This is an optimization exercise on Yosys and OpenROAD, whose aim is small area, not a production implementation.
Function was checked by simulation only, so behaviour that the tests miss may differ from the original.

==> inputs of harbor <==
Design tpuv1, start of the top module:
module tpuv1
  (
    input clk, rst_n, r_w,  
    input [63:0] dataIn,
    output [63:0] dataOut,
    input [15:0] addr
  );
wire wrA   = r_w & (addr[15:6] == 10'h004);             
wire wrB   = r_w & (addr[15:6] == 10'h008);             
wire wrCl  = r_w & (addr[15:7] == 9'h006) & ~addr[3];  
wire wrCh  = r_w & (addr[15:7] == 9'h006) &  addr[3];  
wire start = r_w & (addr == 16'h0400);
reg        busy;
reg  [2:0] row;
reg  [2:0] st;
wire last = busy & (row == 3'd7) & st[2];
wire [2:0] nrow = busy ? row + {2'd0, st[2]} : 3'd0;
wire [2:0] nst  = busy ? {st[1:0], st[2]} : 3'b001;
always @(posedge clk) begin
  if (!rst_n) begin
    busy <= 1'b0;
    row  <= 3'd0;
    st   <= 3'b001;
  end else if (busy) begin
    st <= {st[1:0], st[2]};
    if (st[2]) begin
      row <= row + 3'd1;
      if (row == 3'd7) busy <= 1'b0;
    end
  end else if (start) begin
    busy <= 1'b1;
    row  <= 3'd0;
    st   <= 3'b001;
  end
end
wire [63:0] din = (rst_n & ~busy) ? dataIn : 64'd0;
reg [63:0] A [0:7];
integer ia;
always @(posedge clk)
  for (ia = 0; ia < 8; ia = ia + 1)
    if (!rst_n || last || (wrA && addr[5:3] == ia[2:0]))
      A[ia] <= din;
reg [63:0] B [0:7];
reg [7:0]  bval;
integer ib;
always @(posedge clk)
  if (wrB) begin
    for (ib = 0; ib < 7; ib = ib + 1)
      B[ib] <= B[ib+1];
    B[7] <= dataIn;
  end
  ...
==> module tpuv1, before the edit <==
module tpuv1
  (
    input clk, rst_n, r_w,  
    input [63:0] dataIn,
    output [63:0] dataOut,
    input [15:0] addr
  );
wire wrA   = r_w & (addr[15:6] == 10'h004);             
wire wrB   = r_w & (addr[15:6] == 10'h008);             
wire wrCl  = r_w & (addr[15:7] == 9'h006) & ~addr[3];  
wire wrCh  = r_w & (addr[15:7] == 9'h006) &  addr[3];  
wire start = r_w & (addr == 16'h0400);
reg        busy;
reg  [2:0] row;
reg  [2:0] st;
wire last = busy & (row == 3'd7) & st[2];
wire [2:0] nrow = busy ? row + {2'd0, st[2]} : 3'd0;
wire [2:0] nst  = busy ? {st[1:0], st[2]} : 3'b001;
always @(posedge clk) begin
  if (!rst_n) begin
    busy <= 1'b0;
    row  <= 3'd0;
    st   <= 3'b001;
  end else if (busy) begin
    st <= {st[1:0], st[2]};
    if (st[2]) begin
      row <= row + 3'd1;
      if (row == 3'd7) busy <= 1'b0;
    end
  end else if (start) begin
    busy <= 1'b1;
    row  <= 3'd0;
    st   <= 3'b001;
  end
end
wire [63:0] din = (rst_n & ~busy) ? dataIn : 64'd0;
reg [63:0] A [0:7];
integer ia;
always @(posedge clk)
  for (ia = 0; ia < 8; ia = ia + 1)
    if (!rst_n || last || (wrA && addr[5:3] == ia[2:0]))
      A[ia] <= din;
reg [63:0] B [0:7];
reg [7:0]  bval;
integer ib;
always @(posedge clk)
  if (wrB) begin
    for (ib = 0; ib < 7; ib = ib + 1)
      B[ib] <= B[ib+1];
    B[7] <= dataIn;
  end
always @(posedge clk)
  if (!rst_n || last) bval <= 8'd0;
  else if (wrB)       bval <= {1'b1, bval[7:1]};
reg [63:0] Cin_lo;
always @(posedge clk)
  if (!rst_n || wrCl) Cin_lo <= din;
reg  [127:0] C [0:7];
wire [2:0]   crow = busy ? nrow : addr[6:4];
wire [127:0] Crd  = C[crow];
assign dataOut = addr[3] ? Crd[127:64] : Crd[63:0];
reg  [63:0] Arow;
reg  [15:0] Cel [0:2];
reg  [15:0] Cnx [0:2];
integer u, m, q;
always @* begin
  for (u = 0; u < 3; u = u + 1) begin
    Cnx[u] = 16'd0;
    for (q = 0; q < 3; q = q + 1)
      if (3*q+u < 8)
        Cnx[u] = Cnx[u] | ({16{nst[q]}} & Crd[16*(3*q+u) +: 16]);
  end
end
always @(posedge clk) begin
  Arow <= A[nrow];
  for (u = 0; u < 3; u = u + 1)
    Cel[u] <= Cnx[u];
end
reg  [63:0] Bcol [0:2];
always @* begin
  for (u = 0; u < 3; u = u + 1) begin
    Bcol[u] = 64'd0;
    for (q = 0; q < 3; q = q + 1)
      if (3*q+u < 8)
        for (m = 0; m < 8; m = m + 1)
          Bcol[u][8*m +: 8] = Bcol[u][8*m +: 8] |
                              ({8{st[q] & bval[m]}} & B[m][8*(3*q+u) +: 8]);
  end
end
wire [31:0] one, two, neg;
boothenc u_enc (.a(Arow), .one(one), .two(two), .neg(neg));
wire [15:0] res [0:2];
genvar gu;
generate
  for (gu = 0; gu < 3; gu = gu + 1) begin : g_dot
    dot8 u_dot (.one(one), .two(two), .neg(neg), .b(Bcol[gu]), .c(Cel[gu]), .r(res[gu]));
  end
endgenerate
wire [127:0] wdata = {din, rst_n ? Cin_lo : 64'd0};
wire         csel  = busy & rst_n;
reg  [127:0] cbus;
integer ic, jc;
always @*
  for (jc = 0; jc < 8; jc = jc + 1)
    cbus[16*jc +: 16] = csel ? res[jc % 3] : wdata[16*jc +: 16];
always @(posedge clk)
  for (ic = 0; ic < 8; ic = ic + 1)
    for (jc = 0; jc < 8; jc = jc + 1)
      if (!rst_n || (wrCh && addr[6:4] == ic[2:0]) ||
          (busy && row == ic[2:0] && st[jc / 3]))
        C[ic][16*jc +: 16] <= cbus[16*jc +: 16];
endmodule
Settings: LEC_CHECK=0, CAP_MARGIN=10, CORE_MARGIN=2, CORE_UTILIZATION=45, CTS_BUF_LIST=sky130_fd_sc_hd__clkbuf_16, CTS_CLUSTER_DIAMETER=60, CTS_CLUSTER_SIZE=30, PLACE_DENSITY=0.55, SLEW_MARGIN=10, SYNTH_HIERARCHICAL=1; clock period 10.0 ns.
standard.sh (not shown) runs the stock make flow with config.mk's settings and CLKGATE_MAP_FILE= SYNTH_SCRIPT=/design/flow/synth_recipe.tcl, a recipe that flattens the netlist after the stock synthesis.
==> flow/flow/run.sh <==
#!/bin/bash
# The standard layout (standard.sh, the ORFS flow with flow/config.mk's
# settings), with two changes passed to ORFS through its own variables:
#  - clock tree synthesis without dummy loads (clkbuf_16, clusters of 30);
#  - the port buffers are buf_1 cells.
set -euo pipefail
export CTS_ARGS="-sink_clustering_enable -repair_clock_nets -sink_clustering_size 30 -sink_clustering_max_diameter 60 -buf_list sky130_fd_sc_hd__clkbuf_16 -dont_use_dummy_load"
export BUFFER_PORTS_ARGS="-buffer_cell sky130_fd_sc_hd__buf_1"
bash standard.sh > standard.log 2>&1
==> yarrow (differences from harbor) <==
--- a/flow/design.v
+++ b/flow/design.v
@@ -1625,35 +1625,37 @@
 always @(posedge clk)
   if (!rst_n || wrCl) Cin_lo <= din;
 reg  [127:0] C [0:7];
-wire [2:0]   crow = busy ? nrow : addr[6:4];
-wire [127:0] Crd  = C[crow];
-assign dataOut = addr[3] ? Crd[127:64] : Crd[63:0];
-reg  [63:0] Arow;
-reg  [15:0] Cel [0:2];
-reg  [15:0] Cnx [0:2];
-integer u, m, q;
+wire [3:0]  chalf = busy ? {nrow, ~nst[0]} : addr[6:3];
+reg  [63:0] Crd;
+integer k;
 always @* begin
-  for (u = 0; u < 3; u = u + 1) begin
-    Cnx[u] = 16'd0;
-    for (q = 0; q < 3; q = q + 1)
-      if (3*q+u < 8)
-        Cnx[u] = Cnx[u] | ({16{nst[q]}} & Crd[16*(3*q+u) +: 16]);
-  end
+  Crd = 64'd0;
+  for (k = 0; k < 16; k = k + 1)
+    Crd = Crd | ({64{chalf == k[3:0]}} & C[k / 2][64 * (k % 2) +: 64]);
 end
+assign dataOut = Crd;
+reg  [63:0] Arow;
+reg  [15:0] Cel [0:2];
+reg  [15:0] X3;
+integer u, m;
 always @(posedge clk) begin
-  Arow <= A[nrow];
-  for (u = 0; u < 3; u = u + 1)
-    Cel[u] <= Cnx[u];
+  Arow   <= A[nrow];
+  Cel[0] <= nst[2] ? X3 : Crd[15:0];
+  Cel[1] <= nst[2] ? Crd[63:48] : Crd[31:16];
+  Cel[2] <= Crd[47:32];
+  if (nst[0]) X3 <= Crd[63:48];
 end
 reg  [63:0] Bcol [0:2];
 always @* begin
-  for (u = 0; u < 3; u = u + 1) begin
-    Bcol[u] = 64'd0;
-    for (q = 0; q < 3; q = q + 1)
-      if (3*q+u < 8)
-        for (m = 0; m < 8; m = m + 1)
-          Bcol[u][8*m +: 8] = Bcol[u][8*m +: 8] |
-                              ({8{st[q] & bval[m]}} & B[m][8*(3*q+u) +: 8]);
+  for (m = 0; m < 8; m = m + 1) begin
+    Bcol[0][8*m +: 8] = {8{bval[m]}} & (({8{st[0]}} & B[m][8*0 +: 8]) |
+                                        ({8{st[1]}} & B[m][8*4 +: 8]) |
+                                        ({8{st[2]}} & B[m][8*3 +: 8]));
+    Bcol[1][8*m +: 8] = {8{bval[m]}} & (({8{st[0]}} & B[m][8*1 +: 8]) |
+                                        ({8{st[1]}} & B[m][8*5 +: 8]) |
+                                        ({8{st[2]}} & B[m][8*7 +: 8]));
+    Bcol[2][8*m +: 8] = {8{bval[m]}} & (({8{st[0]}} & B[m][8*2 +: 8]) |
+                                        ({8{st[1]}} & B[m][8*6 +: 8]));
   end
 end
 wire [31:0] one, two, neg;
@@ -1665,17 +1667,23 @@
     dot8 u_dot (.one(one), .two(two), .neg(neg), .b(Bcol[gu]), .c(Cel[gu]), .r(res[gu]));
   end
 endgenerate
+function automatic integer ucol(input integer j);
+  ucol = (j == 3) ? 0 : (j == 7) ? 1 : j % 4;
+endfunction
+function automatic integer scol(input integer j);
+  scol = (j == 3 || j == 7) ? 2 : j / 4;
+endfunction
 wire [127:0] wdata = {din, rst_n ? Cin_lo : 64'd0};
 wire         csel  = busy & rst_n;
 reg  [127:0] cbus;
 integer ic, jc;
 always @*
   for (jc = 0; jc < 8; jc = jc + 1)
-    cbus[16*jc +: 16] = csel ? res[jc % 3] : wdata[16*jc +: 16];
+    cbus[16*jc +: 16] = csel ? res[ucol(jc)] : wdata[16*jc +: 16];
 always @(posedge clk)
   for (ic = 0; ic < 8; ic = ic + 1)
     for (jc = 0; jc < 8; jc = jc + 1)
       if (!rst_n || (wrCh && addr[6:4] == ic[2:0]) ||
-          (busy && row == ic[2:0] && st[jc / 3]))
+          (busy && row == ic[2:0] && st[scol(jc)]))
         C[ic][16*jc +: 16] <= cbus[16*jc +: 16];
 endmodule
==> flow/flow/run.sh (replaced) <==
#!/bin/bash
# The standard layout (standard.sh, the ORFS flow with flow/config.mk's
# settings), with two changes passed to ORFS through its own variables:
#  - clock tree synthesis without dummy loads (clkbuf_16, clusters of up to 30 within 100 um);
#  - the port buffers are buf_1 cells.
set -euo pipefail
export CTS_ARGS="-sink_clustering_enable -repair_clock_nets -sink_clustering_size 30 -sink_clustering_max_diameter 100 -buf_list sky130_fd_sc_hd__clkbuf_16 -dont_use_dummy_load"
export BUFFER_PORTS_ARGS="-buffer_cell sky130_fd_sc_hd__buf_1"
bash standard.sh > standard.log 2>&1
Settings changed: CAP_MARGIN 10 to 0, CTS_CLUSTER_DIAMETER 60 to 100, PLACE_DENSITY 0.55 to 0.6, SLEW_MARGIN 10 to 0.
==> raven (differences from harbor) <==
--- a/flow/design.v
+++ b/flow/design.v
@@ -1625,35 +1625,37 @@
 always @(posedge clk)
   if (!rst_n || wrCl) Cin_lo <= din;
 reg  [127:0] C [0:7];
-wire [2:0]   crow = busy ? nrow : addr[6:4];
-wire [127:0] Crd  = C[crow];
-assign dataOut = addr[3] ? Crd[127:64] : Crd[63:0];
-reg  [63:0] Arow;
-reg  [15:0] Cel [0:2];
-reg  [15:0] Cnx [0:2];
-integer u, m, q;
+wire [3:0]  chalf = busy ? {nrow, ~nst[0]} : addr[6:3];
+reg  [63:0] Crd;
+integer k;
 always @* begin
-  for (u = 0; u < 3; u = u + 1) begin
-    Cnx[u] = 16'd0;
-    for (q = 0; q < 3; q = q + 1)
-      if (3*q+u < 8)
-        Cnx[u] = Cnx[u] | ({16{nst[q]}} & Crd[16*(3*q+u) +: 16]);
-  end
+  Crd = 64'd0;
+  for (k = 0; k < 16; k = k + 1)
+    Crd = Crd | ({64{chalf == k[3:0]}} & C[k / 2][64 * (k % 2) +: 64]);
 end
+assign dataOut = Crd;
+reg  [63:0] Arow;
+reg  [15:0] Cel [0:2];
+reg  [15:0] X3;
+integer u, m;
 always @(posedge clk) begin
-  Arow <= A[nrow];
-  for (u = 0; u < 3; u = u + 1)
-    Cel[u] <= Cnx[u];
+  Arow   <= A[nrow];
+  Cel[0] <= nst[2] ? X3 : Crd[15:0];
+  Cel[1] <= nst[2] ? Crd[63:48] : Crd[31:16];
+  Cel[2] <= Crd[47:32];
+  if (nst[0]) X3 <= Crd[63:48];
 end
 reg  [63:0] Bcol [0:2];
 always @* begin
-  for (u = 0; u < 3; u = u + 1) begin
-    Bcol[u] = 64'd0;
-    for (q = 0; q < 3; q = q + 1)
-      if (3*q+u < 8)
-        for (m = 0; m < 8; m = m + 1)
-          Bcol[u][8*m +: 8] = Bcol[u][8*m +: 8] |
-                              ({8{st[q] & bval[m]}} & B[m][8*(3*q+u) +: 8]);
+  for (m = 0; m < 8; m = m + 1) begin
+    Bcol[0][8*m +: 8] = {8{bval[m]}} & (({8{st[0]}} & B[m][8*0 +: 8]) |
+                                        ({8{st[1]}} & B[m][8*4 +: 8]) |
+                                        ({8{st[2]}} & B[m][8*3 +: 8]));
+    Bcol[1][8*m +: 8] = {8{bval[m]}} & (({8{st[0]}} & B[m][8*1 +: 8]) |
+                                        ({8{st[1]}} & B[m][8*5 +: 8]) |
+                                        ({8{st[2]}} & B[m][8*7 +: 8]));
+    Bcol[2][8*m +: 8] = {8{bval[m]}} & (({8{st[0]}} & B[m][8*2 +: 8]) |
+                                        ({8{st[1]}} & B[m][8*6 +: 8]));
   end
 end
 wire [31:0] one, two, neg;
@@ -1665,17 +1667,23 @@
     dot8 u_dot (.one(one), .two(two), .neg(neg), .b(Bcol[gu]), .c(Cel[gu]), .r(res[gu]));
   end
 endgenerate
+function automatic integer ucol(input integer j);
+  ucol = (j == 3) ? 0 : (j == 7) ? 1 : j % 4;
+endfunction
+function automatic integer scol(input integer j);
+  scol = (j == 3 || j == 7) ? 2 : j / 4;
+endfunction
 wire [127:0] wdata = {din, rst_n ? Cin_lo : 64'd0};
 wire         csel  = busy & rst_n;
 reg  [127:0] cbus;
 integer ic, jc;
 always @*
   for (jc = 0; jc < 8; jc = jc + 1)
-    cbus[16*jc +: 16] = csel ? res[jc % 3] : wdata[16*jc +: 16];
+    cbus[16*jc +: 16] = csel ? res[ucol(jc)] : wdata[16*jc +: 16];
 always @(posedge clk)
   for (ic = 0; ic < 8; ic = ic + 1)
     for (jc = 0; jc < 8; jc = jc + 1)
       if (!rst_n || (wrCh && addr[6:4] == ic[2:0]) ||
-          (busy && row == ic[2:0] && st[jc / 3]))
+          (busy && row == ic[2:0] && st[scol(jc)]))
         C[ic][16*jc +: 16] <= cbus[16*jc +: 16];
 endmodule
==> flow/flow/run.sh (replaced) <==
#!/bin/bash
# The standard layout (standard.sh, the ORFS flow with flow/config.mk's
# settings), with two changes passed to ORFS through its own variables:
#  - clock tree synthesis without dummy loads (clkbuf_16, clusters of up to 30 within 100 um);
#  - the port buffers are buf_1 cells.
set -euo pipefail
export CTS_ARGS="-sink_clustering_enable -repair_clock_nets -sink_clustering_size 30 -sink_clustering_max_diameter 100 -buf_list sky130_fd_sc_hd__clkbuf_16 -dont_use_dummy_load"
export BUFFER_PORTS_ARGS="-buffer_cell sky130_fd_sc_hd__buf_1"
bash standard.sh > standard.log 2>&1
Settings changed: CTS_CLUSTER_DIAMETER 60 to 100, GPL_ROUTABILITY_DRIVEN from default to 0, PLACE_DENSITY 0.55 to 0.6.
==> flow_summary.json <==
{
  "outcome": "no timing/DRC/antenna violations",
  "worstHoldStart": "B[1][39]",
  "nNetsFinal": 9288,
  "reg2reg_from": "st[1]",
  "fill_cells": 22600,
  "crit_path_top_delay_cell": "dfxtp_4",
  "avgRoutedWirePerCell_um": 35.9,
  "slew_headroom": 0.108,
  "synthMuxAreaShare": 0.00469,
  "worst_r2r_endpoint": "C[3][127]"
}
the above is filed under raven

==> flow_summary.json <==
{
  "outcome": "no timing/DRC/antenna violations",
  "fill_cells": 22700,
  "avgRoutedWirePerCell_um": 35.8,
  "worstHoldStart": "B[5][35]",
  "slew_headroom": 0.0639,
  "crit_path_top_delay_cell": "a21boi_0",
  "synthMuxAreaShare": 0.00469,
  "worst_r2r_endpoint": "C[7][28]",
  "reg2reg_from": "st[2]"
}
the above is filed under yarrow

==> flow_summary.json <==
{
  "outcome": "no timing/DRC/antenna violations",
  "avgRoutedWirePerCell_um": 40.0,
  "nNetsFinal": 9768,
  "reg2reg_from": "st[0]",
  "worst_r2r_endpoint": "C[3][126]",
  "fill_cells": 23500,
  "worstHoldStart": "B[3][7]"
}
the above is filed under harbor

[static timing again, ports no longer ideal]
No port has a modelled driver above. Below, the same layouts with a new extraction and two added sets of constraints.
Step 1: set_driving_cell puts a clkbuf_16 on clk and a buf_2 on each other input, an assumption about the parent block.
Step 2 times the ports against the registers' clock, not the clock port: input delays grow and output delays shrink by t, the midpoint of the rising clock arrivals with the driver on.
a / b / c = ideal / step 1 / step 2; a / b = the first two.
run	t, ns	setup WS [ns]	slew at the worst register clock pin (ns)
harbor	0.950	0.547 / 0.547 / 0.547	0.11 / 0.11
yarrow	0.874	0.507 / 0.507 / 0.507	0.12 / 0.12
raven	0.867	0.635 / 0.635 / 0.635	0.12 / 0.12
After both steps every run listed still meets setup and hold.
